Source: an optimization exercise on an open RTL-to-GDS flow (aim: small area, a short achievable clock period and few clock cycles per item). Production flows keep margins and buffers that such runs may drop. At most, simulation tests tie the RTL to the original design; equivalence was not proved. For run 1, only the layout was checked, not whether the RTL still works.

## flow/design.v (module list and top-level ports; edited modules follow where they fit)
// module ysyx_041461_CSA: 10 lines
// module ysyx_041461_PGn: 11 lines
// module ysyx_041461_PGp: 11 lines
// module ysyx_041461_HA: 9 lines
// module ysyx_041461_MUL: 1674 lines
module ysyx_041461_MUL(
    input  wire   [0:0]  clk             ,
    input  wire   [0:0]  rst             ,
    input  wire   [0:0]  MUL_valid_in    ,
    input  wire   [1:0]  MUL_signed      ,
    input  wire   [63:0] MUL_multiplicand,
    input  wire   [63:0] MUL_multiplier  ,
    output wire   [0:0]  MUL_valid_out   ,
    output wire   [63:0] MUL_result_hi   ,
    output wire   [63:0] MUL_result_lo
);
  // ...
==> flow/run.sh <==
#!/bin/bash
# synth_recipe.tcl (not shown) runs the flow's synth.tcl, then flattens the netlist and writes it again
# the make line also repeats each setting of config.mk as NAME=value (left out here)
make -C /OpenROAD-flow-scripts/flow DESIGN_CONFIG=/design/flow/config.mk WORK_HOME=/design/flow/orfs CLKGATE_MAP_FILE= SYNTH_SCRIPT=/design/flow/synth_recipe.tcl finish
==> flow/config.mk <==
export PLATFORM = sky130hd
export DESIGN_NAME = ysyx_041461_MUL
export DESIGN_NICKNAME = ysyx_041461_MUL
export VERILOG_FILES = /design/flow/design.v
export SDC_FILE = /design/flow/constraint.sdc
export NUM_CORES = 4
export LEC_CHECK = 0
export CAP_MARGIN = 20
export CELL_PAD_IN_SITES_DETAIL_PLACEMENT = 1
export CELL_PAD_IN_SITES_GLOBAL_PLACEMENT = 2
export CORE_MARGIN = 2
export CORE_UTILIZATION = 30
export CTS_CLUSTER_DIAMETER = 100
export CTS_CLUSTER_SIZE = 25
export SETUP_SLACK_MARGIN = 5
export SLEW_MARGIN = 20
export SYNTH_HIERARCHICAL = 1
==> flow/constraint.sdc <==
create_clock -name core_clock -period 8.0 [get_ports {clk}]
set_input_delay 1.6000 -clock core_clock [delete_from_list [all_inputs] [get_ports {clk}]]
set_output_delay 1.6000 -clock core_clock [all_outputs]
set_load 0.01 [all_outputs]
==> results.json, run 1 <==
{
  "dp_worst_setup_slack_ns": 4.06,
  "hold_viol": 0,
  "start_kind": "flop",
  "skew_ns": 0.0449,
  "grt_max_degree": 66,
  "grt_use_met1_pct": 27.5,
  "grt-busiest-layer": "met2",
  "run_status": "no timing/DRC/antenna violations",
  "dp.cells": 3069,
  "dr_wl_met3_um": 4360,
  "placed_area_um2": 26100,
  "drt-total-wl_um": 85400,
  "fin_area_um2": 27800,
  "cts-resized-gates": 159,
  "vias_per_cell": 5.21,
  "cpMaxStageDelayCell": "dfrtp_4",
  "seq_area_share_pct": 27.0,
  "hold_depth": 0,
  "period_share_pct": 37.6,
  "clkSlewWorstSetupHoldPaths_ns": 0.10,
  "worst_setup_path_end_kind": "flop",
  "crit_chain": "and2_4 -> buf_12 -> a22o_1 -> fa_2 -> fa_2 -> fa_2 -> fa_1",
  "rows": 101,
  "die_h_um": 280,
  "cp.required_ns": 8.50,
  "drc": 0,
  "rrSetupSlack_ns": 4.99,
  "crit_cells": 7,
  "port_buffers": 261,
  "cts_buffer_depth": 3,
  "grtUsageTotal_pct": 21.1
}
==> run 2, diff against run 1 <==
==> flow/design.v (replaced) <==
module ysyx_041461_MUL(
    input  wire   [0:0]  clk             ,
    input  wire   [0:0]  rst             ,
    input  wire   [0:0]  MUL_valid_in    ,
    input  wire   [1:0]  MUL_signed      ,
    input  wire   [63:0] MUL_multiplicand,
    input  wire   [63:0] MUL_multiplier  ,
    output wire   [0:0]  MUL_valid_out   ,
    output wire   [63:0] MUL_result_hi   ,
    output wire   [63:0] MUL_result_lo
);
reg        idle;
reg [10:1] ph;
always @(posedge clk or posedge rst) begin
    if (rst) begin
        idle <= 1'b1;
        ph   <= 10'b0;
    end else begin
        idle <= (idle & ~MUL_valid_in) | ph[10];
        ph   <= {ph[9:1], idle & MUL_valid_in};
    end
end
assign MUL_valid_out = ph[10];
wire first = ph[1];
wire m01_in = ~MUL_signed[1] & MUL_signed[0];
reg [64:0] X;
reg        m01_r, ext_r;
always @(posedge clk) begin
    X     <= {MUL_signed[1] & MUL_multiplicand[63], MUL_multiplicand};
    m01_r <= m01_in;
    ext_r <= MUL_signed[1] & MUL_signed[0] & MUL_multiplier[63];
end
reg [63:0] Q;
wire [7:0] chunk;
always @(posedge clk) begin
    if (idle) Q <= MUL_multiplier;
    else      Q <= {chunk, Q[63:8]};
end
wire [8:0] win_in = {MUL_multiplier[8:1], 1'b0};
wire [8:0] win_q  = {ph[7] ? ext_r : Q[16], Q[15:8]};
wire [8:0] win    = idle ? win_in : win_q;
wire       mz     = idle ? m01_in : m01_r;
reg [3:0] sel_neg, sel_one, sel_two;
integer e;
always @(posedge clk) begin
    for (e = 0; e < 4; e = e + 1) begin
        sel_neg[e] <= ~mz & win[2*e+2];
        sel_one[e] <= ~mz & (win[2*e+1] ^ win[2*e]);
        sel_two[e] <= ~mz & ((win[2*e+2] & ~win[2*e+1] & ~win[2*e]) |
                             (~win[2*e+2] & win[2*e+1] & win[2*e]));
    end
end
wire [65:0] pp0;
wire [65:0] pp1;
wire [65:0] pp2;
wire [65:0] pp3;
wire [65:0] Xs = {X[64], X};
wire [65:0] X2 = {X, 1'b0};
assign pp0[64:0] = ((Xs[64:0] & {65{sel_one[0]}}) | (X2[64:0] & {65{sel_two[0]}})) ^ {65{sel_neg[0]}};
assign pp0[65] = ~((X[64] & (sel_one[0] | sel_two[0])) ^ sel_neg[0]);
assign pp1[64:0] = ((Xs[64:0] & {65{sel_one[1]}}) | (X2[64:0] & {65{sel_two[1]}})) ^ {65{sel_neg[1]}};
assign pp1[65] = ~((X[64] & (sel_one[1] | sel_two[1])) ^ sel_neg[1]);
assign pp2[64:0] = ((Xs[64:0] & {65{sel_one[2]}}) | (X2[64:0] & {65{sel_two[2]}})) ^ {65{sel_neg[2]}};
assign pp2[65] = ~((X[64] & (sel_one[2] | sel_two[2])) ^ sel_neg[2]);
assign pp3[64:0] = ((Xs[64:0] & {65{sel_one[3]}}) | (X2[64:0] & {65{sel_two[3]}})) ^ {65{sel_neg[3]}};
assign pp3[65] = ~((X[64] & (sel_one[3] | sel_two[3])) ^ sel_neg[3]);
reg [74:0] S, C;
reg        n3, rc;
wire       b0 = Q[0] & ~m01_r;
wire       q0 = b0 & X[64];
wire [66:0] b0row = {~q0, q0, q0, X[63:0] & {64{b0}}};
wire [66:0] s_in = S[74:8] & {67{~first}};
wire [66:0] c_in = first ? b0row : C[74:8];
wire [71:0] A, B;
assign A[6:0] = S[6:0];
assign B[7:0] = {1'b0, C[6:0]};
assign A[7] = S[7] ^ C[7] ^ n3;
assign B[8] = (S[7] & C[7]) | (S[7] & n3) | (C[7] & n3);
assign A[71:8] = S[71:8] ^ C[71:8];
assign B[71:9] = S[70:8] & C[70:8];
wire [71:0] V = A + B + {71'b0, rc};
wire [8:0] low = A[7:0] + B[7:0] + {7'b0, rc};
assign chunk = V[7:0];
wire inj = B[8] & ~first;
reg [63:0] hi;
always @(posedge clk) begin
    hi <= V[71:8];
end
assign MUL_result_hi = hi;
assign MUL_result_lo = Q;
wire t1, t2;
assign t1 = s_in[0] ^ c_in[0];
assign t2 = s_in[0] & c_in[0];
wire t3, t4;
assign t3 = s_in[1] ^ c_in[1] ^ sel_neg[0];
assign t4 = (s_in[1] & c_in[1]) | (s_in[1] & sel_neg[0]) | (c_in[1] & sel_neg[0]);
wire t5, t6;
assign t5 = t2 ^ pp0[0];
assign t6 = t2 & pp0[0];
wire t7, t8;
assign t7 = s_in[2] ^ c_in[2] ^ pp0[1];
assign t8 = (s_in[2] & c_in[2]) | (s_in[2] & pp0[1]) | (c_in[2] & pp0[1]);
wire t9, t10;
assign t9 = t4 ^ t6;
assign t10 = t4 & t6;
wire t11, t12;
assign t11 = s_in[3] ^ c_in[3] ^ sel_neg[1];
assign t12 = (s_in[3] & c_in[3]) | (s_in[3] & sel_neg[1]) | (c_in[3] & sel_neg[1]);
wire t13, t14;
assign t13 = pp0[2] ^ pp1[0] ^ t11;
assign t14 = (pp0[2] & pp1[0]) | (pp0[2] & t11) | (pp1[0] & t11);
wire t15, t16;
assign t15 = t8 ^ t10;
assign t16 = t8 & t10;
wire t17, t18;
assign t17 = s_in[4] ^ c_in[4] ^ pp0[3];
assign t18 = (s_in[4] & c_in[4]) | (s_in[4] & pp0[3]) | (c_in[4] & pp0[3]);
wire t19, t20;
assign t19 = pp1[1] ^ t12 ^ t14;
assign t20 = (pp1[1] & t12) | (pp1[1] & t14) | (t12 & t14);
wire t21, t22;
assign t21 = t17 ^ t16;
assign t22 = t17 & t16;
wire t23, t24;
assign t23 = s_in[5] ^ c_in[5] ^ sel_neg[2];
assign t24 = (s_in[5] & c_in[5]) | (s_in[5] & sel_neg[2]) | (c_in[5] & sel_neg[2]);
wire t25, t26;
assign t25 = pp0[4] ^ pp1[2] ^ pp2[0];
assign t26 = (pp0[4] & pp1[2]) | (pp0[4] & pp2[0]) | (pp1[2] & pp2[0]);
wire t27, t28;
assign t27 = t23 ^ t18 ^ t25;
assign t28 = (t23 & t18) | (t23 & t25) | (t18 & t25);
wire t29, t30;
assign t29 = t20 ^ t22;
assign t30 = t20 & t22;
wire t31, t32;
assign t31 = s_in[6] ^ c_in[6] ^ pp0[5];
assign t32 = (s_in[6] & c_in[6]) | (s_in[6] & pp0[5]) | (c_in[6] & pp0[5]);
wire t33, t34;
assign t33 = pp1[3] ^ pp2[1] ^ t24;
assign t34 = (pp1[3] & pp2[1]) | (pp1[3] & t24) | (pp2[1] & t24);
wire t35, t36;
assign t35 = t26 ^ t31 ^ t33;
assign t36 = (t26 & t31) | (t26 & t33) | (t31 & t33);
wire t37, t38;
assign t37 = t28 ^ t35;
assign t38 = t28 & t35;
wire t39, t40;
assign t39 = s_in[7] ^ c_in[7] ^ pp0[6];
assign t40 = (s_in[7] & c_in[7]) | (s_in[7] & pp0[6]) | (c_in[7] & pp0[6]);
wire t41, t42;
assign t41 = pp1[4] ^ pp2[2] ^ pp3[0];
assign t42 = (pp1[4] & pp2[2]) | (pp1[4] & pp3[0]) | (pp2[2] & pp3[0]);
wire t43, t44;
assign t43 = t32 ^ t34 ^ t39;
assign t44 = (t32 & t34) | (t32 & t39) | (t34 & t39);
wire t45, t46;
assign t45 = t41 ^ t36 ^ t43;
assign t46 = (t41 & t36) | (t41 & t43) | (t36 & t43);
wire t47, t48;
assign t47 = s_in[8] ^ c_in[8] ^ pp0[7];
assign t48 = (s_in[8] & c_in[8]) | (s_in[8] & pp0[7]) | (c_in[8] & pp0[7]);
wire t49, t50;
assign t49 = pp1[5] ^ pp2[3] ^ pp3[1];
assign t50 = (pp1[5] & pp2[3]) | (pp1[5] & pp3[1]) | (pp2[3] & pp3[1]);
wire t51, t52;
assign t51 = t40 ^ t42 ^ t47;
assign t52 = (t40 & t42) | (t40 & t47) | (t42 & t47);
wire t53, t54;
assign t53 = t49 ^ t44 ^ t51;
assign t54 = (t49 & t44) | (t49 & t51) | (t44 & t51);
wire t55, t56;
assign t55 = s_in[9] ^ c_in[9] ^ pp0[8];
assign t56 = (s_in[9] & c_in[9]) | (s_in[9] & pp0[8]) | (c_in[9] & pp0[8]);
wire t57, t58;
assign t57 = pp1[6] ^ pp2[4] ^ pp3[2];
assign t58 = (pp1[6] & pp2[4]) | (pp1[6] & pp3[2]) | (pp2[4] & pp3[2]);
wire t59, t60;
assign t59 = t48 ^ t50 ^ t55;
assign t60 = (t48 & t50) | (t48 & t55) | (t50 & t55);
wire t61, t62;
assign t61 = t57 ^ t52 ^ t59;
assign t62 = (t57 & t52) | (t57 & t59) | (t52 & t59);
wire t63, t64;
assign t63 = s_in[10] ^ c_in[10] ^ pp0[9];
assign t64 = (s_in[10] & c_in[10]) | (s_in[10] & pp0[9]) | (c_in[10] & pp0[9]);
wire t65, t66;
assign t65 = pp1[7] ^ pp2[5] ^ pp3[3];
assign t66 = (pp1[7] & pp2[5]) | (pp1[7] & pp3[3]) | (pp2[5] & pp3[3]);
wire t67, t68;
assign t67 = t56 ^ t58 ^ t63;
assign t68 = (t56 & t58) | (t56 & t63) | (t58 & t63);
wire t69, t70;
assign t69 = t65 ^ t60 ^ t67;
assign t70 = (t65 & t60) | (t65 & t67) | (t60 & t67);
wire t71, t72;
assign t71 = s_in[11] ^ c_in[11] ^ pp0[10];
assign t72 = (s_in[11] & c_in[11]) | (s_in[11] & pp0[10]) | (c_in[11] & pp0[10]);
wire t73, t74;
assign t73 = pp1[8] ^ pp2[6] ^ pp3[4];
assign t74 = (pp1[8] & pp2[6]) | (pp1[8] & pp3[4]) | (pp2[6] & pp3[4]);
wire t75, t76;
assign t75 = t64 ^ t66 ^ t71;
assign t76 = (t64 & t66) | (t64 & t71) | (t66 & t71);
wire t77, t78;
assign t77 = t73 ^ t68 ^ t75;
assign t78 = (t73 & t68) | (t73 & t75) | (t68 & t75);
wire t79, t80;
assign t79 = s_in[12] ^ c_in[12] ^ pp0[11];
assign t80 = (s_in[12] & c_in[12]) | (s_in[12] & pp0[11]) | (c_in[12] & pp0[11]);
wire t81, t82;
assign t81 = pp1[9] ^ pp2[7] ^ pp3[5];
assign t82 = (pp1[9] & pp2[7]) | (pp1[9] & pp3[5]) | (pp2[7] & pp3[5]);
wire t83, t84;
assign t83 = t72 ^ t74 ^ t79;
assign t84 = (t72 & t74) | (t72 & t79) | (t74 & t79);
wire t85, t86;
assign t85 = t81 ^ t76 ^ t83;
assign t86 = (t81 & t76) | (t81 & t83) | (t76 & t83);
wire t87, t88;
assign t87 = s_in[13] ^ c_in[13] ^ pp0[12];
assign t88 = (s_in[13] & c_in[13]) | (s_in[13] & pp0[12]) | (c_in[13] & pp0[12]);
wire t89, t90;
assign t89 = pp1[10] ^ pp2[8] ^ pp3[6];
assign t90 = (pp1[10] & pp2[8]) | (pp1[10] & pp3[6]) | (pp2[8] & pp3[6]);
wire t91, t92;
assign t91 = t80 ^ t82 ^ t87;
assign t92 = (t80 & t82) | (t80 & t87) | (t82 & t87);
wire t93, t94;
assign t93 = t89 ^ t84 ^ t91;
assign t94 = (t89 & t84) | (t89 & t91) | (t84 & t91);
wire t95, t96;
assign t95 = s_in[14] ^ c_in[14] ^ pp0[13];
assign t96 = (s_in[14] & c_in[14]) | (s_in[14] & pp0[13]) | (c_in[14] & pp0[13]);
wire t97, t98;
assign t97 = pp1[11] ^ pp2[9] ^ pp3[7];
assign t98 = (pp1[11] & pp2[9]) | (pp1[11] & pp3[7]) | (pp2[9] & pp3[7]);
wire t99, t100;
assign t99 = t88 ^ t90 ^ t95;
assign t100 = (t88 & t90) | (t88 & t95) | (t90 & t95);
wire t101, t102;
assign t101 = t97 ^ t92 ^ t99;
assign t102 = (t97 & t92) | (t97 & t99) | (t92 & t99);
wire t103, t104;
assign t103 = s_in[15] ^ c_in[15] ^ pp0[14];
assign t104 = (s_in[15] & c_in[15]) | (s_in[15] & pp0[14]) | (c_in[15] & pp0[14]);
wire t105, t106;
assign t105 = pp1[12] ^ pp2[10] ^ pp3[8];
assign t106 = (pp1[12] & pp2[10]) | (pp1[12] & pp3[8]) | (pp2[10] & pp3[8]);
wire t107, t108;
assign t107 = t96 ^ t98 ^ t103;
assign t108 = (t96 & t98) | (t96 & t103) | (t98 & t103);
wire t109, t110;
assign t109 = t105 ^ t100 ^ t107;
assign t110 = (t105 & t100) | (t105 & t107) | (t100 & t107);
wire t111, t112;
assign t111 = s_in[16] ^ c_in[16] ^ pp0[15];
assign t112 = (s_in[16] & c_in[16]) | (s_in[16] & pp0[15]) | (c_in[16] & pp0[15]);
wire t113, t114;
assign t113 = pp1[13] ^ pp2[11] ^ pp3[9];
assign t114 = (pp1[13] & pp2[11]) | (pp1[13] & pp3[9]) | (pp2[11] & pp3[9]);
wire t115, t116;
assign t115 = t104 ^ t106 ^ t111;
assign t116 = (t104 & t106) | (t104 & t111) | (t106 & t111);
wire t117, t118;
assign t117 = t113 ^ t108 ^ t115;
assign t118 = (t113 & t108) | (t113 & t115) | (t108 & t115);
wire t119, t120;
assign t119 = s_in[17] ^ c_in[17] ^ pp0[16];
assign t120 = (s_in[17] & c_in[17]) | (s_in[17] & pp0[16]) | (c_in[17] & pp0[16]);
wire t121, t122;
assign t121 = pp1[14] ^ pp2[12] ^ pp3[10];
assign t122 = (pp1[14] & pp2[12]) | (pp1[14] & pp3[10]) | (pp2[12] & pp3[10]);
wire t123, t124;
assign t123 = t112 ^ t114 ^ t119;
assign t124 = (t112 & t114) | (t112 & t119) | (t114 & t119);
wire t125, t126;
assign t125 = t121 ^ t116 ^ t123;
assign t126 = (t121 & t116) | (t121 & t123) | (t116 & t123);
wire t127, t128;
assign t127 = s_in[18] ^ c_in[18] ^ pp0[17];
assign t128 = (s_in[18] & c_in[18]) | (s_in[18] & pp0[17]) | (c_in[18] & pp0[17]);
wire t129, t130;
assign t129 = pp1[15] ^ pp2[13] ^ pp3[11];
assign t130 = (pp1[15] & pp2[13]) | (pp1[15] & pp3[11]) | (pp2[13] & pp3[11]);
wire t131, t132;
assign t131 = t120 ^ t122 ^ t127;
assign t132 = (t120 & t122) | (t120 & t127) | (t122 & t127);
wire t133, t134;
assign t133 = t129 ^ t124 ^ t131;
assign t134 = (t129 & t124) | (t129 & t131) | (t124 & t131);
wire t135, t136;
assign t135 = s_in[19] ^ c_in[19] ^ pp0[18];
assign t136 = (s_in[19] & c_in[19]) | (s_in[19] & pp0[18]) | (c_in[19] & pp0[18]);
wire t137, t138;
assign t137 = pp1[16] ^ pp2[14] ^ pp3[12];
assign t138 = (pp1[16] & pp2[14]) | (pp1[16] & pp3[12]) | (pp2[14] & pp3[12]);
wire t139, t140;
assign t139 = t128 ^ t130 ^ t135;
assign t140 = (t128 & t130) | (t128 & t135) | (t130 & t135);
wire t141, t142;
assign t141 = t137 ^ t132 ^ t139;
assign t142 = (t137 & t132) | (t137 & t139) | (t132 & t139);
wire t143, t144;
assign t143 = s_in[20] ^ c_in[20] ^ pp0[19];
assign t144 = (s_in[20] & c_in[20]) | (s_in[20] & pp0[19]) | (c_in[20] & pp0[19]);
wire t145, t146;
assign t145 = pp1[17] ^ pp2[15] ^ pp3[13];
assign t146 = (pp1[17] & pp2[15]) | (pp1[17] & pp3[13]) | (pp2[15] & pp3[13]);
wire t147, t148;
assign t147 = t136 ^ t138 ^ t143;
assign t148 = (t136 & t138) | (t136 & t143) | (t138 & t143);
wire t149, t150;
assign t149 = t145 ^ t140 ^ t147;
assign t150 = (t145 & t140) | (t145 & t147) | (t140 & t147);
wire t151, t152;
assign t151 = s_in[21] ^ c_in[21] ^ pp0[20];
assign t152 = (s_in[21] & c_in[21]) | (s_in[21] & pp0[20]) | (c_in[21] & pp0[20]);
wire t153, t154;
assign t153 = pp1[18] ^ pp2[16] ^ pp3[14];
assign t154 = (pp1[18] & pp2[16]) | (pp1[18] & pp3[14]) | (pp2[16] & pp3[14]);
wire t155, t156;
assign t155 = t144 ^ t146 ^ t151;
assign t156 = (t144 & t146) | (t144 & t151) | (t146 & t151);
wire t157, t158;
assign t157 = t153 ^ t148 ^ t155;
assign t158 = (t153 & t148) | (t153 & t155) | (t148 & t155);
wire t159, t160;
assign t159 = s_in[22] ^ c_in[22] ^ pp0[21];
assign t160 = (s_in[22] & c_in[22]) | (s_in[22] & pp0[21]) | (c_in[22] & pp0[21]);
wire t161, t162;
assign t161 = pp1[19] ^ pp2[17] ^ pp3[15];
assign t162 = (pp1[19] & pp2[17]) | (pp1[19] & pp3[15]) | (pp2[17] & pp3[15]);
wire t163, t164;
assign t163 = t152 ^ t154 ^ t159;
assign t164 = (t152 & t154) | (t152 & t159) | (t154 & t159);
wire t165, t166;
assign t165 = t161 ^ t156 ^ t163;
assign t166 = (t161 & t156) | (t161 & t163) | (t156 & t163);
wire t167, t168;
assign t167 = s_in[23] ^ c_in[23] ^ pp0[22];
assign t168 = (s_in[23] & c_in[23]) | (s_in[23] & pp0[22]) | (c_in[23] & pp0[22]);
wire t169, t170;
assign t169 = pp1[20] ^ pp2[18] ^ pp3[16];
assign t170 = (pp1[20] & pp2[18]) | (pp1[20] & pp3[16]) | (pp2[18] & pp3[16]);
wire t171, t172;
assign t171 = t160 ^ t162 ^ t167;
assign t172 = (t160 & t162) | (t160 & t167) | (t162 & t167);
wire t173, t174;
assign t173 = t169 ^ t164 ^ t171;
assign t174 = (t169 & t164) | (t169 & t171) | (t164 & t171);
wire t175, t176;
assign t175 = s_in[24] ^ c_in[24] ^ pp0[23];
assign t176 = (s_in[24] & c_in[24]) | (s_in[24] & pp0[23]) | (c_in[24] & pp0[23]);
wire t177, t178;
assign t177 = pp1[21] ^ pp2[19] ^ pp3[17];
assign t178 = (pp1[21] & pp2[19]) | (pp1[21] & pp3[17]) | (pp2[19] & pp3[17]);
wire t179, t180;
assign t179 = t168 ^ t170 ^ t175;
assign t180 = (t168 & t170) | (t168 & t175) | (t170 & t175);
wire t181, t182;
assign t181 = t177 ^ t172 ^ t179;
assign t182 = (t177 & t172) | (t177 & t179) | (t172 & t179);
wire t183, t184;
assign t183 = s_in[25] ^ c_in[25] ^ pp0[24];
assign t184 = (s_in[25] & c_in[25]) | (s_in[25] & pp0[24]) | (c_in[25] & pp0[24]);
wire t185, t186;
assign t185 = pp1[22] ^ pp2[20] ^ pp3[18];
assign t186 = (pp1[22] & pp2[20]) | (pp1[22] & pp3[18]) | (pp2[20] & pp3[18]);
wire t187, t188;
assign t187 = t176 ^ t178 ^ t183;
assign t188 = (t176 & t178) | (t176 & t183) | (t178 & t183);
wire t189, t190;
assign t189 = t185 ^ t180 ^ t187;
assign t190 = (t185 & t180) | (t185 & t187) | (t180 & t187);
wire t191, t192;
assign t191 = s_in[26] ^ c_in[26] ^ pp0[25];
assign t192 = (s_in[26] & c_in[26]) | (s_in[26] & pp0[25]) | (c_in[26] & pp0[25]);
wire t193, t194;
assign t193 = pp1[23] ^ pp2[21] ^ pp3[19];
assign t194 = (pp1[23] & pp2[21]) | (pp1[23] & pp3[19]) | (pp2[21] & pp3[19]);
wire t195, t196;
assign t195 = t184 ^ t186 ^ t191;
assign t196 = (t184 & t186) | (t184 & t191) | (t186 & t191);
wire t197, t198;
assign t197 = t193 ^ t188 ^ t195;
assign t198 = (t193 & t188) | (t193 & t195) | (t188 & t195);
wire t199, t200;
assign t199 = s_in[27] ^ c_in[27] ^ pp0[26];
assign t200 = (s_in[27] & c_in[27]) | (s_in[27] & pp0[26]) | (c_in[27] & pp0[26]);
wire t201, t202;
assign t201 = pp1[24] ^ pp2[22] ^ pp3[20];
assign t202 = (pp1[24] & pp2[22]) | (pp1[24] & pp3[20]) | (pp2[22] & pp3[20]);
wire t203, t204;
assign t203 = t192 ^ t194 ^ t199;
assign t204 = (t192 & t194) | (t192 & t199) | (t194 & t199);
wire t205, t206;
assign t205 = t201 ^ t196 ^ t203;
assign t206 = (t201 & t196) | (t201 & t203) | (t196 & t203);
wire t207, t208;
assign t207 = s_in[28] ^ c_in[28] ^ pp0[27];
assign t208 = (s_in[28] & c_in[28]) | (s_in[28] & pp0[27]) | (c_in[28] & pp0[27]);
wire t209, t210;
assign t209 = pp1[25] ^ pp2[23] ^ pp3[21];
assign t210 = (pp1[25] & pp2[23]) | (pp1[25] & pp3[21]) | (pp2[23] & pp3[21]);
wire t211, t212;
assign t211 = t200 ^ t202 ^ t207;
assign t212 = (t200 & t202) | (t200 & t207) | (t202 & t207);
wire t213, t214;
assign t213 = t209 ^ t204 ^ t211;
assign t214 = (t209 & t204) | (t209 & t211) | (t204 & t211);
wire t215, t216;
assign t215 = s_in[29] ^ c_in[29] ^ pp0[28];
assign t216 = (s_in[29] & c_in[29]) | (s_in[29] & pp0[28]) | (c_in[29] & pp0[28]);
wire t217, t218;
assign t217 = pp1[26] ^ pp2[24] ^ pp3[22];
assign t218 = (pp1[26] & pp2[24]) | (pp1[26] & pp3[22]) | (pp2[24] & pp3[22]);
wire t219, t220;
assign t219 = t208 ^ t210 ^ t215;
assign t220 = (t208 & t210) | (t208 & t215) | (t210 & t215);
wire t221, t222;
assign t221 = t217 ^ t212 ^ t219;
assign t222 = (t217 & t212) | (t217 & t219) | (t212 & t219);
wire t223, t224;
assign t223 = s_in[30] ^ c_in[30] ^ pp0[29];
assign t224 = (s_in[30] & c_in[30]) | (s_in[30] & pp0[29]) | (c_in[30] & pp0[29]);
wire t225, t226;
assign t225 = pp1[27] ^ pp2[25] ^ pp3[23];
assign t226 = (pp1[27] & pp2[25]) | (pp1[27] & pp3[23]) | (pp2[25] & pp3[23]);
wire t227, t228;
assign t227 = t216 ^ t218 ^ t223;
assign t228 = (t216 & t218) | (t216 & t223) | (t218 & t223);
wire t229, t230;
assign t229 = t225 ^ t220 ^ t227;
assign t230 = (t225 & t220) | (t225 & t227) | (t220 & t227);
wire t231, t232;
assign t231 = s_in[31] ^ c_in[31] ^ pp0[30];
assign t232 = (s_in[31] & c_in[31]) | (s_in[31] & pp0[30]) | (c_in[31] & pp0[30]);
wire t233, t234;
assign t233 = pp1[28] ^ pp2[26] ^ pp3[24];
assign t234 = (pp1[28] & pp2[26]) | (pp1[28] & pp3[24]) | (pp2[26] & pp3[24]);
wire t235, t236;
assign t235 = t224 ^ t226 ^ t231;
assign t236 = (t224 & t226) | (t224 & t231) | (t226 & t231);
wire t237, t238;
assign t237 = t233 ^ t228 ^ t235;
assign t238 = (t233 & t228) | (t233 & t235) | (t228 & t235);
wire t239, t240;
assign t239 = s_in[32] ^ c_in[32] ^ pp0[31];
assign t240 = (s_in[32] & c_in[32]) | (s_in[32] & pp0[31]) | (c_in[32] & pp0[31]);
wire t241, t242;
assign t241 = pp1[29] ^ pp2[27] ^ pp3[25];
assign t242 = (pp1[29] & pp2[27]) | (pp1[29] & pp3[25]) | (pp2[27] & pp3[25]);
wire t243, t244;
assign t243 = t232 ^ t234 ^ t239;
assign t244 = (t232 & t234) | (t232 & t239) | (t234 & t239);
wire t245, t246;
assign t245 = t241 ^ t236 ^ t243;
assign t246 = (t241 & t236) | (t241 & t243) | (t236 & t243);
wire t247, t248;
assign t247 = s_in[33] ^ c_in[33] ^ pp0[32];
assign t248 = (s_in[33] & c_in[33]) | (s_in[33] & pp0[32]) | (c_in[33] & pp0[32]);
wire t249, t250;
assign t249 = pp1[30] ^ pp2[28] ^ pp3[26];
assign t250 = (pp1[30] & pp2[28]) | (pp1[30] & pp3[26]) | (pp2[28] & pp3[26]);
wire t251, t252;
assign t251 = t240 ^ t242 ^ t247;
assign t252 = (t240 & t242) | (t240 & t247) | (t242 & t247);
wire t253, t254;
assign t253 = t249 ^ t244 ^ t251;
assign t254 = (t249 & t244) | (t249 & t251) | (t244 & t251);
wire t255, t256;
assign t255 = s_in[34] ^ c_in[34] ^ pp0[33];
assign t256 = (s_in[34] & c_in[34]) | (s_in[34] & pp0[33]) | (c_in[34] & pp0[33]);
wire t257, t258;
assign t257 = pp1[31] ^ pp2[29] ^ pp3[27];
assign t258 = (pp1[31] & pp2[29]) | (pp1[31] & pp3[27]) | (pp2[29] & pp3[27]);
wire t259, t260;
assign t259 = t248 ^ t250 ^ t255;
assign t260 = (t248 & t250) | (t248 & t255) | (t250 & t255);
wire t261, t262;
assign t261 = t257 ^ t252 ^ t259;
assign t262 = (t257 & t252) | (t257 & t259) | (t252 & t259);
wire t263, t264;
assign t263 = s_in[35] ^ c_in[35] ^ pp0[34];
assign t264 = (s_in[35] & c_in[35]) | (s_in[35] & pp0[34]) | (c_in[35] & pp0[34]);
wire t265, t266;
assign t265 = pp1[32] ^ pp2[30] ^ pp3[28];
assign t266 = (pp1[32] & pp2[30]) | (pp1[32] & pp3[28]) | (pp2[30] & pp3[28]);
wire t267, t268;
assign t267 = t256 ^ t258 ^ t263;
assign t268 = (t256 & t258) | (t256 & t263) | (t258 & t263);
wire t269, t270;
assign t269 = t265 ^ t260 ^ t267;
assign t270 = (t265 & t260) | (t265 & t267) | (t260 & t267);
wire t271, t272;
assign t271 = s_in[36] ^ c_in[36] ^ pp0[35];
assign t272 = (s_in[36] & c_in[36]) | (s_in[36] & pp0[35]) | (c_in[36] & pp0[35]);
wire t273, t274;
assign t273 = pp1[33] ^ pp2[31] ^ pp3[29];
assign t274 = (pp1[33] & pp2[31]) | (pp1[33] & pp3[29]) | (pp2[31] & pp3[29]);
wire t275, t276;
assign t275 = t264 ^ t266 ^ t271;
assign t276 = (t264 & t266) | (t264 & t271) | (t266 & t271);
wire t277, t278;
assign t277 = t273 ^ t268 ^ t275;
assign t278 = (t273 & t268) | (t273 & t275) | (t268 & t275);
wire t279, t280;
assign t279 = s_in[37] ^ c_in[37] ^ pp0[36];
assign t280 = (s_in[37] & c_in[37]) | (s_in[37] & pp0[36]) | (c_in[37] & pp0[36]);
wire t281, t282;
assign t281 = pp1[34] ^ pp2[32] ^ pp3[30];
assign t282 = (pp1[34] & pp2[32]) | (pp1[34] & pp3[30]) | (pp2[32] & pp3[30]);
wire t283, t284;
assign t283 = t272 ^ t274 ^ t279;
assign t284 = (t272 & t274) | (t272 & t279) | (t274 & t279);
wire t285, t286;
assign t285 = t281 ^ t276 ^ t283;
assign t286 = (t281 & t276) | (t281 & t283) | (t276 & t283);
wire t287, t288;
assign t287 = s_in[38] ^ c_in[38] ^ pp0[37];
assign t288 = (s_in[38] & c_in[38]) | (s_in[38] & pp0[37]) | (c_in[38] & pp0[37]);
wire t289, t290;
assign t289 = pp1[35] ^ pp2[33] ^ pp3[31];
assign t290 = (pp1[35] & pp2[33]) | (pp1[35] & pp3[31]) | (pp2[33] & pp3[31]);
wire t291, t292;
assign t291 = t280 ^ t282 ^ t287;
assign t292 = (t280 & t282) | (t280 & t287) | (t282 & t287);
wire t293, t294;
assign t293 = t289 ^ t284 ^ t291;
assign t294 = (t289 & t284) | (t289 & t291) | (t284 & t291);
wire t295, t296;
assign t295 = s_in[39] ^ c_in[39] ^ pp0[38];
assign t296 = (s_in[39] & c_in[39]) | (s_in[39] & pp0[38]) | (c_in[39] & pp0[38]);
wire t297, t298;
assign t297 = pp1[36] ^ pp2[34] ^ pp3[32];
assign t298 = (pp1[36] & pp2[34]) | (pp1[36] & pp3[32]) | (pp2[34] & pp3[32]);
wire t299, t300;
assign t299 = t288 ^ t290 ^ t295;
assign t300 = (t288 & t290) | (t288 & t295) | (t290 & t295);
wire t301, t302;
assign t301 = t297 ^ t292 ^ t299;
assign t302 = (t297 & t292) | (t297 & t299) | (t292 & t299);
wire t303, t304;
assign t303 = s_in[40] ^ c_in[40] ^ pp0[39];
assign t304 = (s_in[40] & c_in[40]) | (s_in[40] & pp0[39]) | (c_in[40] & pp0[39]);
wire t305, t306;
assign t305 = pp1[37] ^ pp2[35] ^ pp3[33];
assign t306 = (pp1[37] & pp2[35]) | (pp1[37] & pp3[33]) | (pp2[35] & pp3[33]);
wire t307, t308;
assign t307 = t296 ^ t298 ^ t303;
assign t308 = (t296 & t298) | (t296 & t303) | (t298 & t303);
wire t309, t310;
assign t309 = t305 ^ t300 ^ t307;
assign t310 = (t305 & t300) | (t305 & t307) | (t300 & t307);
wire t311, t312;
assign t311 = s_in[41] ^ c_in[41] ^ pp0[40];
assign t312 = (s_in[41] & c_in[41]) | (s_in[41] & pp0[40]) | (c_in[41] & pp0[40]);
wire t313, t314;
assign t313 = pp1[38] ^ pp2[36] ^ pp3[34];
assign t314 = (pp1[38] & pp2[36]) | (pp1[38] & pp3[34]) | (pp2[36] & pp3[34]);
wire t315, t316;
assign t315 = t304 ^ t306 ^ t311;
assign t316 = (t304 & t306) | (t304 & t311) | (t306 & t311);
wire t317, t318;
assign t317 = t313 ^ t308 ^ t315;
assign t318 = (t313 & t308) | (t313 & t315) | (t308 & t315);
wire t319, t320;
assign t319 = s_in[42] ^ c_in[42] ^ pp0[41];
assign t320 = (s_in[42] & c_in[42]) | (s_in[42] & pp0[41]) | (c_in[42] & pp0[41]);
wire t321, t322;
assign t321 = pp1[39] ^ pp2[37] ^ pp3[35];
assign t322 = (pp1[39] & pp2[37]) | (pp1[39] & pp3[35]) | (pp2[37] & pp3[35]);
wire t323, t324;
assign t323 = t312 ^ t314 ^ t319;
assign t324 = (t312 & t314) | (t312 & t319) | (t314 & t319);
wire t325, t326;
assign t325 = t321 ^ t316 ^ t323;
assign t326 = (t321 & t316) | (t321 & t323) | (t316 & t323);
wire t327, t328;
assign t327 = s_in[43] ^ c_in[43] ^ pp0[42];
assign t328 = (s_in[43] & c_in[43]) | (s_in[43] & pp0[42]) | (c_in[43] & pp0[42]);
wire t329, t330;
assign t329 = pp1[40] ^ pp2[38] ^ pp3[36];
assign t330 = (pp1[40] & pp2[38]) | (pp1[40] & pp3[36]) | (pp2[38] & pp3[36]);
wire t331, t332;
assign t331 = t320 ^ t322 ^ t327;
assign t332 = (t320 & t322) | (t320 & t327) | (t322 & t327);
wire t333, t334;
assign t333 = t329 ^ t324 ^ t331;
assign t334 = (t329 & t324) | (t329 & t331) | (t324 & t331);
wire t335, t336;
assign t335 = s_in[44] ^ c_in[44] ^ pp0[43];
assign t336 = (s_in[44] & c_in[44]) | (s_in[44] & pp0[43]) | (c_in[44] & pp0[43]);
wire t337, t338;
assign t337 = pp1[41] ^ pp2[39] ^ pp3[37];
assign t338 = (pp1[41] & pp2[39]) | (pp1[41] & pp3[37]) | (pp2[39] & pp3[37]);
wire t339, t340;
assign t339 = t328 ^ t330 ^ t335;
assign t340 = (t328 & t330) | (t328 & t335) | (t330 & t335);
wire t341, t342;
assign t341 = t337 ^ t332 ^ t339;
assign t342 = (t337 & t332) | (t337 & t339) | (t332 & t339);
wire t343, t344;
assign t343 = s_in[45] ^ c_in[45] ^ pp0[44];
assign t344 = (s_in[45] & c_in[45]) | (s_in[45] & pp0[44]) | (c_in[45] & pp0[44]);
wire t345, t346;
assign t345 = pp1[42] ^ pp2[40] ^ pp3[38];
assign t346 = (pp1[42] & pp2[40]) | (pp1[42] & pp3[38]) | (pp2[40] & pp3[38]);
wire t347, t348;
assign t347 = t336 ^ t338 ^ t343;
assign t348 = (t336 & t338) | (t336 & t343) | (t338 & t343);
wire t349, t350;
assign t349 = t345 ^ t340 ^ t347;
assign t350 = (t345 & t340) | (t345 & t347) | (t340 & t347);
wire t351, t352;
assign t351 = s_in[46] ^ c_in[46] ^ pp0[45];
assign t352 = (s_in[46] & c_in[46]) | (s_in[46] & pp0[45]) | (c_in[46] & pp0[45]);
wire t353, t354;
assign t353 = pp1[43] ^ pp2[41] ^ pp3[39];
assign t354 = (pp1[43] & pp2[41]) | (pp1[43] & pp3[39]) | (pp2[41] & pp3[39]);
wire t355, t356;
assign t355 = t344 ^ t346 ^ t351;
assign t356 = (t344 & t346) | (t344 & t351) | (t346 & t351);
wire t357, t358;
assign t357 = t353 ^ t348 ^ t355;
assign t358 = (t353 & t348) | (t353 & t355) | (t348 & t355);
wire t359, t360;
assign t359 = s_in[47] ^ c_in[47] ^ pp0[46];
assign t360 = (s_in[47] & c_in[47]) | (s_in[47] & pp0[46]) | (c_in[47] & pp0[46]);
wire t361, t362;
assign t361 = pp1[44] ^ pp2[42] ^ pp3[40];
assign t362 = (pp1[44] & pp2[42]) | (pp1[44] & pp3[40]) | (pp2[42] & pp3[40]);
wire t363, t364;
assign t363 = t352 ^ t354 ^ t359;
assign t364 = (t352 & t354) | (t352 & t359) | (t354 & t359);
wire t365, t366;
assign t365 = t361 ^ t356 ^ t363;
assign t366 = (t361 & t356) | (t361 & t363) | (t356 & t363);
wire t367, t368;
assign t367 = s_in[48] ^ c_in[48] ^ pp0[47];
assign t368 = (s_in[48] & c_in[48]) | (s_in[48] & pp0[47]) | (c_in[48] & pp0[47]);
wire t369, t370;
assign t369 = pp1[45] ^ pp2[43] ^ pp3[41];
assign t370 = (pp1[45] & pp2[43]) | (pp1[45] & pp3[41]) | (pp2[43] & pp3[41]);
wire t371, t372;
assign t371 = t360 ^ t362 ^ t367;
assign t372 = (t360 & t362) | (t360 & t367) | (t362 & t367);
wire t373, t374;
assign t373 = t369 ^ t364 ^ t371;
assign t374 = (t369 & t364) | (t369 & t371) | (t364 & t371);
wire t375, t376;
assign t375 = s_in[49] ^ c_in[49] ^ pp0[48];
assign t376 = (s_in[49] & c_in[49]) | (s_in[49] & pp0[48]) | (c_in[49] & pp0[48]);
wire t377, t378;
assign t377 = pp1[46] ^ pp2[44] ^ pp3[42];
assign t378 = (pp1[46] & pp2[44]) | (pp1[46] & pp3[42]) | (pp2[44] & pp3[42]);
wire t379, t380;
assign t379 = t368 ^ t370 ^ t375;
assign t380 = (t368 & t370) | (t368 & t375) | (t370 & t375);
wire t381, t382;
assign t381 = t377 ^ t372 ^ t379;
assign t382 = (t377 & t372) | (t377 & t379) | (t372 & t379);
wire t383, t384;
assign t383 = s_in[50] ^ c_in[50] ^ pp0[49];
assign t384 = (s_in[50] & c_in[50]) | (s_in[50] & pp0[49]) | (c_in[50] & pp0[49]);
wire t385, t386;
assign t385 = pp1[47] ^ pp2[45] ^ pp3[43];
assign t386 = (pp1[47] & pp2[45]) | (pp1[47] & pp3[43]) | (pp2[45] & pp3[43]);
wire t387, t388;
assign t387 = t376 ^ t378 ^ t383;
assign t388 = (t376 & t378) | (t376 & t383) | (t378 & t383);
wire t389, t390;
assign t389 = t385 ^ t380 ^ t387;
assign t390 = (t385 & t380) | (t385 & t387) | (t380 & t387);
wire t391, t392;
assign t391 = s_in[51] ^ c_in[51] ^ pp0[50];
assign t392 = (s_in[51] & c_in[51]) | (s_in[51] & pp0[50]) | (c_in[51] & pp0[50]);
wire t393, t394;
assign t393 = pp1[48] ^ pp2[46] ^ pp3[44];
assign t394 = (pp1[48] & pp2[46]) | (pp1[48] & pp3[44]) | (pp2[46] & pp3[44]);
wire t395, t396;
assign t395 = t384 ^ t386 ^ t391;
assign t396 = (t384 & t386) | (t384 & t391) | (t386 & t391);
wire t397, t398;
assign t397 = t393 ^ t388 ^ t395;
assign t398 = (t393 & t388) | (t393 & t395) | (t388 & t395);
wire t399, t400;
assign t399 = s_in[52] ^ c_in[52] ^ pp0[51];
assign t400 = (s_in[52] & c_in[52]) | (s_in[52] & pp0[51]) | (c_in[52] & pp0[51]);
wire t401, t402;
assign t401 = pp1[49] ^ pp2[47] ^ pp3[45];
assign t402 = (pp1[49] & pp2[47]) | (pp1[49] & pp3[45]) | (pp2[47] & pp3[45]);
wire t403, t404;
assign t403 = t392 ^ t394 ^ t399;
assign t404 = (t392 & t394) | (t392 & t399) | (t394 & t399);
wire t405, t406;
assign t405 = t401 ^ t396 ^ t403;
assign t406 = (t401 & t396) | (t401 & t403) | (t396 & t403);
wire t407, t408;
assign t407 = s_in[53] ^ c_in[53] ^ pp0[52];
assign t408 = (s_in[53] & c_in[53]) | (s_in[53] & pp0[52]) | (c_in[53] & pp0[52]);
wire t409, t410;
assign t409 = pp1[50] ^ pp2[48] ^ pp3[46];
assign t410 = (pp1[50] & pp2[48]) | (pp1[50] & pp3[46]) | (pp2[48] & pp3[46]);
wire t411, t412;
assign t411 = t400 ^ t402 ^ t407;
assign t412 = (t400 & t402) | (t400 & t407) | (t402 & t407);
wire t413, t414;
assign t413 = t409 ^ t404 ^ t411;
assign t414 = (t409 & t404) | (t409 & t411) | (t404 & t411);
wire t415, t416;
assign t415 = s_in[54] ^ c_in[54] ^ pp0[53];
assign t416 = (s_in[54] & c_in[54]) | (s_in[54] & pp0[53]) | (c_in[54] & pp0[53]);
wire t417, t418;
assign t417 = pp1[51] ^ pp2[49] ^ pp3[47];
assign t418 = (pp1[51] & pp2[49]) | (pp1[51] & pp3[47]) | (pp2[49] & pp3[47]);
wire t419, t420;
assign t419 = t408 ^ t410 ^ t415;
assign t420 = (t408 & t410) | (t408 & t415) | (t410 & t415);
wire t421, t422;
assign t421 = t417 ^ t412 ^ t419;
assign t422 = (t417 & t412) | (t417 & t419) | (t412 & t419);
wire t423, t424;
assign t423 = s_in[55] ^ c_in[55] ^ pp0[54];
assign t424 = (s_in[55] & c_in[55]) | (s_in[55] & pp0[54]) | (c_in[55] & pp0[54]);
wire t425, t426;
assign t425 = pp1[52] ^ pp2[50] ^ pp3[48];
assign t426 = (pp1[52] & pp2[50]) | (pp1[52] & pp3[48]) | (pp2[50] & pp3[48]);
wire t427, t428;
assign t427 = t416 ^ t418 ^ t423;
assign t428 = (t416 & t418) | (t416 & t423) | (t418 & t423);
wire t429, t430;
assign t429 = t425 ^ t420 ^ t427;
assign t430 = (t425 & t420) | (t425 & t427) | (t420 & t427);
wire t431, t432;
assign t431 = s_in[56] ^ c_in[56] ^ pp0[55];
assign t432 = (s_in[56] & c_in[56]) | (s_in[56] & pp0[55]) | (c_in[56] & pp0[55]);
wire t433, t434;
assign t433 = pp1[53] ^ pp2[51] ^ pp3[49];
assign t434 = (pp1[53] & pp2[51]) | (pp1[53] & pp3[49]) | (pp2[51] & pp3[49]);
wire t435, t436;
assign t435 = t424 ^ t426 ^ t431;
assign t436 = (t424 & t426) | (t424 & t431) | (t426 & t431);
wire t437, t438;
assign t437 = t433 ^ t428 ^ t435;
assign t438 = (t433 & t428) | (t433 & t435) | (t428 & t435);
wire t439, t440;
assign t439 = s_in[57] ^ c_in[57] ^ pp0[56];
assign t440 = (s_in[57] & c_in[57]) | (s_in[57] & pp0[56]) | (c_in[57] & pp0[56]);
wire t441, t442;
assign t441 = pp1[54] ^ pp2[52] ^ pp3[50];
assign t442 = (pp1[54] & pp2[52]) | (pp1[54] & pp3[50]) | (pp2[52] & pp3[50]);
wire t443, t444;
assign t443 = t432 ^ t434 ^ t439;
assign t444 = (t432 & t434) | (t432 & t439) | (t434 & t439);
wire t445, t446;
assign t445 = t441 ^ t436 ^ t443;
assign t446 = (t441 & t436) | (t441 & t443) | (t436 & t443);
wire t447, t448;
assign t447 = s_in[58] ^ c_in[58] ^ pp0[57];
assign t448 = (s_in[58] & c_in[58]) | (s_in[58] & pp0[57]) | (c_in[58] & pp0[57]);
wire t449, t450;
assign t449 = pp1[55] ^ pp2[53] ^ pp3[51];
assign t450 = (pp1[55] & pp2[53]) | (pp1[55] & pp3[51]) | (pp2[53] & pp3[51]);
wire t451, t452;
assign t451 = t440 ^ t442 ^ t447;
assign t452 = (t440 & t442) | (t440 & t447) | (t442 & t447);
wire t453, t454;
assign t453 = t449 ^ t444 ^ t451;
assign t454 = (t449 & t444) | (t449 & t451) | (t444 & t451);
wire t455, t456;
assign t455 = s_in[59] ^ c_in[59] ^ pp0[58];
assign t456 = (s_in[59] & c_in[59]) | (s_in[59] & pp0[58]) | (c_in[59] & pp0[58]);
wire t457, t458;
assign t457 = pp1[56] ^ pp2[54] ^ pp3[52];
assign t458 = (pp1[56] & pp2[54]) | (pp1[56] & pp3[52]) | (pp2[54] & pp3[52]);
wire t459, t460;
assign t459 = t448 ^ t450 ^ t455;
assign t460 = (t448 & t450) | (t448 & t455) | (t450 & t455);
wire t461, t462;
assign t461 = t457 ^ t452 ^ t459;
assign t462 = (t457 & t452) | (t457 & t459) | (t452 & t459);
wire t463, t464;
assign t463 = s_in[60] ^ c_in[60] ^ pp0[59];
assign t464 = (s_in[60] & c_in[60]) | (s_in[60] & pp0[59]) | (c_in[60] & pp0[59]);
wire t465, t466;
assign t465 = pp1[57] ^ pp2[55] ^ pp3[53];
assign t466 = (pp1[57] & pp2[55]) | (pp1[57] & pp3[53]) | (pp2[55] & pp3[53]);
wire t467, t468;
assign t467 = t456 ^ t458 ^ t463;
assign t468 = (t456 & t458) | (t456 & t463) | (t458 & t463);
wire t469, t470;
assign t469 = t465 ^ t460 ^ t467;
assign t470 = (t465 & t460) | (t465 & t467) | (t460 & t467);
wire t471, t472;
assign t471 = s_in[61] ^ c_in[61] ^ pp0[60];
assign t472 = (s_in[61] & c_in[61]) | (s_in[61] & pp0[60]) | (c_in[61] & pp0[60]);
wire t473, t474;
assign t473 = pp1[58] ^ pp2[56] ^ pp3[54];
assign t474 = (pp1[58] & pp2[56]) | (pp1[58] & pp3[54]) | (pp2[56] & pp3[54]);
wire t475, t476;
assign t475 = t464 ^ t466 ^ t471;
assign t476 = (t464 & t466) | (t464 & t471) | (t466 & t471);
wire t477, t478;
assign t477 = t473 ^ t468 ^ t475;
assign t478 = (t473 & t468) | (t473 & t475) | (t468 & t475);
wire t479, t480;
assign t479 = s_in[62] ^ c_in[62] ^ pp0[61];
assign t480 = (s_in[62] & c_in[62]) | (s_in[62] & pp0[61]) | (c_in[62] & pp0[61]);
wire t481, t482;
assign t481 = pp1[59] ^ pp2[57] ^ pp3[55];
assign t482 = (pp1[59] & pp2[57]) | (pp1[59] & pp3[55]) | (pp2[57] & pp3[55]);
wire t483, t484;
assign t483 = t472 ^ t474 ^ t479;
assign t484 = (t472 & t474) | (t472 & t479) | (t474 & t479);
wire t485, t486;
assign t485 = t481 ^ t476 ^ t483;
assign t486 = (t481 & t476) | (t481 & t483) | (t476 & t483);
wire t487, t488;
assign t487 = s_in[63] ^ c_in[63] ^ pp0[62];
assign t488 = (s_in[63] & c_in[63]) | (s_in[63] & pp0[62]) | (c_in[63] & pp0[62]);
wire t489, t490;
assign t489 = pp1[60] ^ pp2[58] ^ pp3[56];
assign t490 = (pp1[60] & pp2[58]) | (pp1[60] & pp3[56]) | (pp2[58] & pp3[56]);
wire t491, t492;
assign t491 = t480 ^ t482 ^ t487;
assign t492 = (t480 & t482) | (t480 & t487) | (t482 & t487);
wire t493, t494;
assign t493 = t489 ^ t484 ^ t491;
assign t494 = (t489 & t484) | (t489 & t491) | (t484 & t491);
wire t495, t496;
assign t495 = s_in[64] ^ c_in[64] ^ pp0[63];
assign t496 = (s_in[64] & c_in[64]) | (s_in[64] & pp0[63]) | (c_in[64] & pp0[63]);
wire t497, t498;
assign t497 = pp1[61] ^ pp2[59] ^ pp3[57];
assign t498 = (pp1[61] & pp2[59]) | (pp1[61] & pp3[57]) | (pp2[59] & pp3[57]);
wire t499, t500;
assign t499 = t488 ^ t490 ^ t495;
assign t500 = (t488 & t490) | (t488 & t495) | (t490 & t495);
wire t501, t502;
assign t501 = t497 ^ t492 ^ t499;
assign t502 = (t497 & t492) | (t497 & t499) | (t492 & t499);
wire t503, t504;
assign t503 = s_in[65] ^ c_in[65] ^ pp0[64];
assign t504 = (s_in[65] & c_in[65]) | (s_in[65] & pp0[64]) | (c_in[65] & pp0[64]);
wire t505, t506;
assign t505 = pp1[62] ^ pp2[60] ^ pp3[58];
assign t506 = (pp1[62] & pp2[60]) | (pp1[62] & pp3[58]) | (pp2[60] & pp3[58]);
wire t507, t508;
assign t507 = t496 ^ t498 ^ t503;
assign t508 = (t496 & t498) | (t496 & t503) | (t498 & t503);
wire t509, t510;
assign t509 = t505 ^ t500 ^ t507;
assign t510 = (t505 & t500) | (t505 & t507) | (t500 & t507);
wire t511, t512;
assign t511 = s_in[66] ^ c_in[66] ^ pp0[65];
assign t512 = (s_in[66] & c_in[66]) | (s_in[66] & pp0[65]) | (c_in[66] & pp0[65]);
wire t513, t514;
assign t513 = pp1[63] ^ pp2[61] ^ pp3[59];
assign t514 = (pp1[63] & pp2[61]) | (pp1[63] & pp3[59]) | (pp2[61] & pp3[59]);
wire t515, t516;
assign t515 = t504 ^ t506 ^ t511;
assign t516 = (t504 & t506) | (t504 & t511) | (t506 & t511);
wire t517, t518;
assign t517 = t513 ^ t508 ^ t515;
assign t518 = (t513 & t508) | (t513 & t515) | (t508 & t515);
wire t519, t520;
assign t519 = 1'b1 ^ pp1[64] ^ pp2[62];
assign t520 = (1'b1 & pp1[64]) | (1'b1 & pp2[62]) | (pp1[64] & pp2[62]);
wire t521, t522;
assign t521 = pp3[60] ^ t512 ^ t514;
assign t522 = (pp3[60] & t512) | (pp3[60] & t514) | (t512 & t514);
wire t523, t524;
assign t523 = t519 ^ t516 ^ t521;
assign t524 = (t519 & t516) | (t519 & t521) | (t516 & t521);
wire t525, t526;
assign t525 = pp1[65] ^ pp2[63] ^ pp3[61];
assign t526 = (pp1[65] & pp2[63]) | (pp1[65] & pp3[61]) | (pp2[63] & pp3[61]);
wire t527, t528;
assign t527 = t520 ^ t525 ^ t522;
assign t528 = (t520 & t525) | (t520 & t522) | (t525 & t522);
wire t529, t530;
assign t529 = 1'b1 ^ pp2[64] ^ pp3[62];
assign t530 = (1'b1 & pp2[64]) | (1'b1 & pp3[62]) | (pp2[64] & pp3[62]);
wire t531, t532;
assign t531 = t526 ^ t529;
assign t532 = t526 & t529;
wire t533, t534;
assign t533 = pp2[65] ^ pp3[63] ^ t530;
assign t534 = (pp2[65] & pp3[63]) | (pp2[65] & t530) | (pp3[63] & t530);
wire t535, t536;
assign t535 = 1'b1 ^ pp3[64];
assign t536 = 1'b1 & pp3[64];
wire [74:0] Sn, Cn;
assign Sn[0] = t1;
assign Cn[0] = inj;
assign Sn[1] = t3;
assign Cn[1] = t5;
assign Sn[2] = t7;
assign Cn[2] = t9;
assign Sn[3] = t13;
assign Cn[3] = t15;
assign Sn[4] = t19;
assign Cn[4] = t21;
assign Sn[5] = t27;
assign Cn[5] = t29;
assign Sn[6] = t30;
assign Cn[6] = t37;
assign Sn[7] = t38;
assign Cn[7] = t45;
assign Sn[8] = t46;
assign Cn[8] = t53;
assign Sn[9] = t54;
assign Cn[9] = t61;
assign Sn[10] = t62;
assign Cn[10] = t69;
assign Sn[11] = t70;
assign Cn[11] = t77;
assign Sn[12] = t78;
assign Cn[12] = t85;
assign Sn[13] = t86;
assign Cn[13] = t93;
assign Sn[14] = t94;
assign Cn[14] = t101;
assign Sn[15] = t102;
assign Cn[15] = t109;
assign Sn[16] = t110;
assign Cn[16] = t117;
assign Sn[17] = t118;
assign Cn[17] = t125;
assign Sn[18] = t126;
assign Cn[18] = t133;
assign Sn[19] = t134;
assign Cn[19] = t141;
assign Sn[20] = t142;
assign Cn[20] = t149;
assign Sn[21] = t150;
assign Cn[21] = t157;
assign Sn[22] = t158;
assign Cn[22] = t165;
assign Sn[23] = t166;
assign Cn[23] = t173;
assign Sn[24] = t174;
assign Cn[24] = t181;
assign Sn[25] = t182;
assign Cn[25] = t189;
assign Sn[26] = t190;
assign Cn[26] = t197;
assign Sn[27] = t198;
assign Cn[27] = t205;
assign Sn[28] = t206;
assign Cn[28] = t213;
assign Sn[29] = t214;
assign Cn[29] = t221;
assign Sn[30] = t222;
assign Cn[30] = t229;
assign Sn[31] = t230;
assign Cn[31] = t237;
assign Sn[32] = t238;
assign Cn[32] = t245;
assign Sn[33] = t246;
assign Cn[33] = t253;
assign Sn[34] = t254;
assign Cn[34] = t261;
assign Sn[35] = t262;
assign Cn[35] = t269;
assign Sn[36] = t270;
assign Cn[36] = t277;
assign Sn[37] = t278;
assign Cn[37] = t285;
assign Sn[38] = t286;
assign Cn[38] = t293;
assign Sn[39] = t294;
assign Cn[39] = t301;
assign Sn[40] = t302;
assign Cn[40] = t309;
assign Sn[41] = t310;
assign Cn[41] = t317;
assign Sn[42] = t318;
assign Cn[42] = t325;
assign Sn[43] = t326;
assign Cn[43] = t333;
assign Sn[44] = t334;
assign Cn[44] = t341;
assign Sn[45] = t342;
assign Cn[45] = t349;
assign Sn[46] = t350;
assign Cn[46] = t357;
assign Sn[47] = t358;
assign Cn[47] = t365;
assign Sn[48] = t366;
assign Cn[48] = t373;
assign Sn[49] = t374;
assign Cn[49] = t381;
assign Sn[50] = t382;
assign Cn[50] = t389;
assign Sn[51] = t390;
assign Cn[51] = t397;
assign Sn[52] = t398;
assign Cn[52] = t405;
assign Sn[53] = t406;
assign Cn[53] = t413;
assign Sn[54] = t414;
assign Cn[54] = t421;
assign Sn[55] = t422;
assign Cn[55] = t429;
assign Sn[56] = t430;
assign Cn[56] = t437;
assign Sn[57] = t438;
assign Cn[57] = t445;
assign Sn[58] = t446;
assign Cn[58] = t453;
assign Sn[59] = t454;
assign Cn[59] = t461;
assign Sn[60] = t462;
assign Cn[60] = t469;
assign Sn[61] = t470;
assign Cn[61] = t477;
assign Sn[62] = t478;
assign Cn[62] = t485;
assign Sn[63] = t486;
assign Cn[63] = t493;
assign Sn[64] = t494;
assign Cn[64] = t501;
assign Sn[65] = t502;
assign Cn[65] = t509;
assign Sn[66] = t510;
assign Cn[66] = t517;
assign Sn[67] = t518;
assign Cn[67] = t523;
assign Sn[68] = t524;
assign Cn[68] = t527;
assign Sn[69] = t531;
assign Cn[69] = t528;
assign Sn[70] = t532;
assign Cn[70] = t533;
assign Sn[71] = t535;
assign Cn[71] = t534;
assign Sn[72] = pp3[65];
assign Cn[72] = t536;
assign Sn[73] = 1'b1;
assign Cn[73] = 1'b0;
assign Sn[74] = 1'b0;
assign Cn[74] = 1'b0;
always @(posedge clk) begin
    S  <= Sn;
    C  <= Cn;
    n3 <= sel_neg[3];
    rc <= low[8] & ~first;
end
endmodule
==> flow/config.mk (replaced) <==
export PLATFORM = sky130hd
export DESIGN_NAME = ysyx_041461_MUL
export DESIGN_NICKNAME = ysyx_041461_MUL
export VERILOG_FILES = /design/flow/design.v
export SDC_FILE = /design/flow/constraint.sdc
export NUM_CORES = 4
export LEC_CHECK = 0
export ABC_CLOCK_PERIOD_IN_PS = 1500
export CAP_MARGIN = 20
export CELL_PAD_IN_SITES_DETAIL_PLACEMENT = 1
export CELL_PAD_IN_SITES_GLOBAL_PLACEMENT = 2
export CORE_MARGIN = 2
export CORE_UTILIZATION = 30
export SETUP_SLACK_MARGIN = 5
export SLEW_MARGIN = 20
==> run 2 against run 1 <==
  * Still clean on timing, DRC and antenna
  * Clock skew is 0.011 ns higher
  * Non-clock buffer count is 83 higher
  * Setup slack worse by 0.47 ns
  * Count of clock-buffer cells in the layout is 39 higher
  * Design area is 22% higher
  * Critical path type unchanged
  * Largest cell class unchanged
==> results.json, run 2 <==
{
  "die_h_um": 296,
  "nets": 3339,
  "wl_per_cell_um": 25.6,
  "syn_area_per_cell_um2": 9.94,
  "run_status": "no timing/DRC/antenna violations",
  "cp_num_buf_inv": 4,
  "synth-edff-count": 0,
  "cpMaxStageDelayCell": "fa_2",
  "io-pin-count": 262,
  "netlist_area_um2": 25600,
  "cp.required_ns": 8.52,
  "setup-tns-final_ns": 0,
  "design.die.area_um2": 87700,
  "holdBufCountCts": 0,
  "post-route-util_pct": 39.8,
  "drt-initial-drc-count": 1107,
  "grt_max_degree": 80,
  "cts_made_buffers": 49,
  "critPathTopFamily": "compound AO/OA/AOI/OAI gates",
  "fmaxAchievable_mhz": 288,
  "core_area_um2": 84900,
  "insertion_delay_ns": 0.65,
  "rsz0062_at_grt": "yes",
  "yosys_warnings": 1,
  "rows": 107,
  "cts_tree": "built",
  "start_util_pct": 30.2,
  "drc": 0,
  "yosysTopAreaCell": "dfxtp_1",
  "criticalPathCategory": "flop to flop",
  "fin_crit_ns": 3.48,
  "drt-total-wl_um": 102000,
  "grt_overflow": 0,
  "reg_top3": "C: 73 flops, S: 73 flops, X: 65 flops",
  "dp.cells": 3784,
  "layout_commonest_cell": "dfxtp_1",
  "skew_ns": 0.0555,
  "stdcell_count": 3991,
  "cts.sinks": 366,
  "clkSlewWorstSetupHoldPaths_ns": 0.06,
  "worst_setup_path_end_kind": "flop",
  "worst_pin_slew_ns": 0.989,
  "gp_congestion": 0.928,
  "area_growth_pct": 32.0,
  "period_share_pct": 43.5,
  "dieWidth_um": 296,
  "relSlewSlack_pct": 34.1,
  "max_stage_delay_ns": 0.39,
  "grt_pass1_wl_um": 149000,
  "hold_path.class": "flop to flop",
  "hold_viol": 0,
  "synth_common_cells": "dfxtp_1, fa_1, a22oi_1",
  "finalMaxSlewViolations": 0,
  "synthCells": 2578,
  "final.setup.worst_slack_ns": 4.52,
  "maxCapViolCount": 0,
  "cts_max_level": 2,
  "synth_top_flop_cell": "dfxtp_1",
  "layout_common_cells": "dfxtp_1, a22oi_1, xnor2_1",
  "post-dp-hpwl_um": 69400,
  "antenna_found_initial": 3,
  "grtUsageTotal_pct": 22.7,
  "dr.pass1.iters": 5,
  "async_reset_ff_share_pct": 3.01,
  "synth_area_leaders": "dfxtp_1, fa_1, xnor2_1, a22oi_1, ha_1",
  "vias_per_cell": 5.10,
  "path_max_fanout": 4,
  "ys_ff_latch": 366,
  "grt_pass1_vias": 22354,
  "synth_top_area_share_pct": 27.7,
  "cts_buffer_depth": 3,
  "port_buffers": 261,
  "dp_worst_setup_slack_ns": 3.32,
  "setup_viol": 0,
  "arrival_ns": 3.99,
  "ys_seq_area_share_pct": 28.8,
  "ant_nets": 0,
  "drive_gt1_share_pct": 19.6,
  "ys_types": 75,
  "vias": 20346,
  "crit_chain": "fa_2 -> inv_2 -> fa_2 -> nor2b_4 -> o31a_1 -> buf_4 -> a21oi_4 -> o32ai_4 -> buf_12 -> a221oi_4 -> nand2_4 -> a21oi_4 -> o41ai_4 -> buf_6 -> o2111a_1 -> a211o_1",
  "post-synth-top-count-cell": "dfxtp_1",
  "root_buffer": "clkbuf_16",
  "start_kind": "flop"
}
-- run 2: cell type report --
class / count / area [um^2]
fill: 9289 / 51100
multi-input combinational: 1771 / 18100
sequential: 366 / 7450
timing repair buffer: 389 / 4160
tap: 1144 / 1430
clock buffer: 67 / 1430
inverter: 228 / 860
clock inverter: 25 / 335
antenna: 1 / 2.50
-- run 2: cell families after synthesis --
family                   share of synthesized area (%)
flip-flops                                        28.8
multiplexers                                      2.56
buffers and inverters                             6.60
AND/OR/NAND/NOR                                   7.93
AO/OA/AOI/OAI                                     15.5
XOR/XNOR                                          11.4
adder cells (fa/ha/maj)                           27.2
-- run 2: path summary, 6_finish.rpt --
kind	from	slack, ns	cells after the start	endpoint
max in group asynchronous	rst[0]	6.42	2	ph[1]
max reg2reg	rc	4.52	16	hi[62]
max	rc	4.52	16	hi[62]
min in group asynchronous	rst[0]	1.25	2	ph[5]
min reg2reg	ph[8]	0.35	0	ph[9]
min	ph[8]	0.35	0	ph[9]
-- run 2: through the flow --
stage | hold slack [ns] | cell area (um^2)
floorplan | 0.329 | 25700
global placement | 0.337 | 29000
detailed placement | 0.339 | 29000
CTS | 0.349 | 32400
global route | 0.365 | 33800
finish | 0.347 | 33800
-- run 2: per-layer routing --
layer / global-route usage [%] / wire [um] / vias to the layer above
li1: - / - / 9107
met1: 29.8 / 44300 / 10551
met2: 39.2 / 50600 / 550
met3: 2.83 / 4620 / 136
met4: 6.31 / 2780 / 2
met5: 0 / 9 / -
-- run 2: repair_timing --
item | CTS | global route
pin swaps | 72 | 117
gates cloned | 5 | 11
hold endpoints to repair | 0 | 0
endpoints found under the setup margin | 306 | 136
setup buffers | 64 | 34
gates resized for setup | 350 | 196
Testbench counts of run 2, summed over its fixed seeds: cycles 26,400, items 2,400.
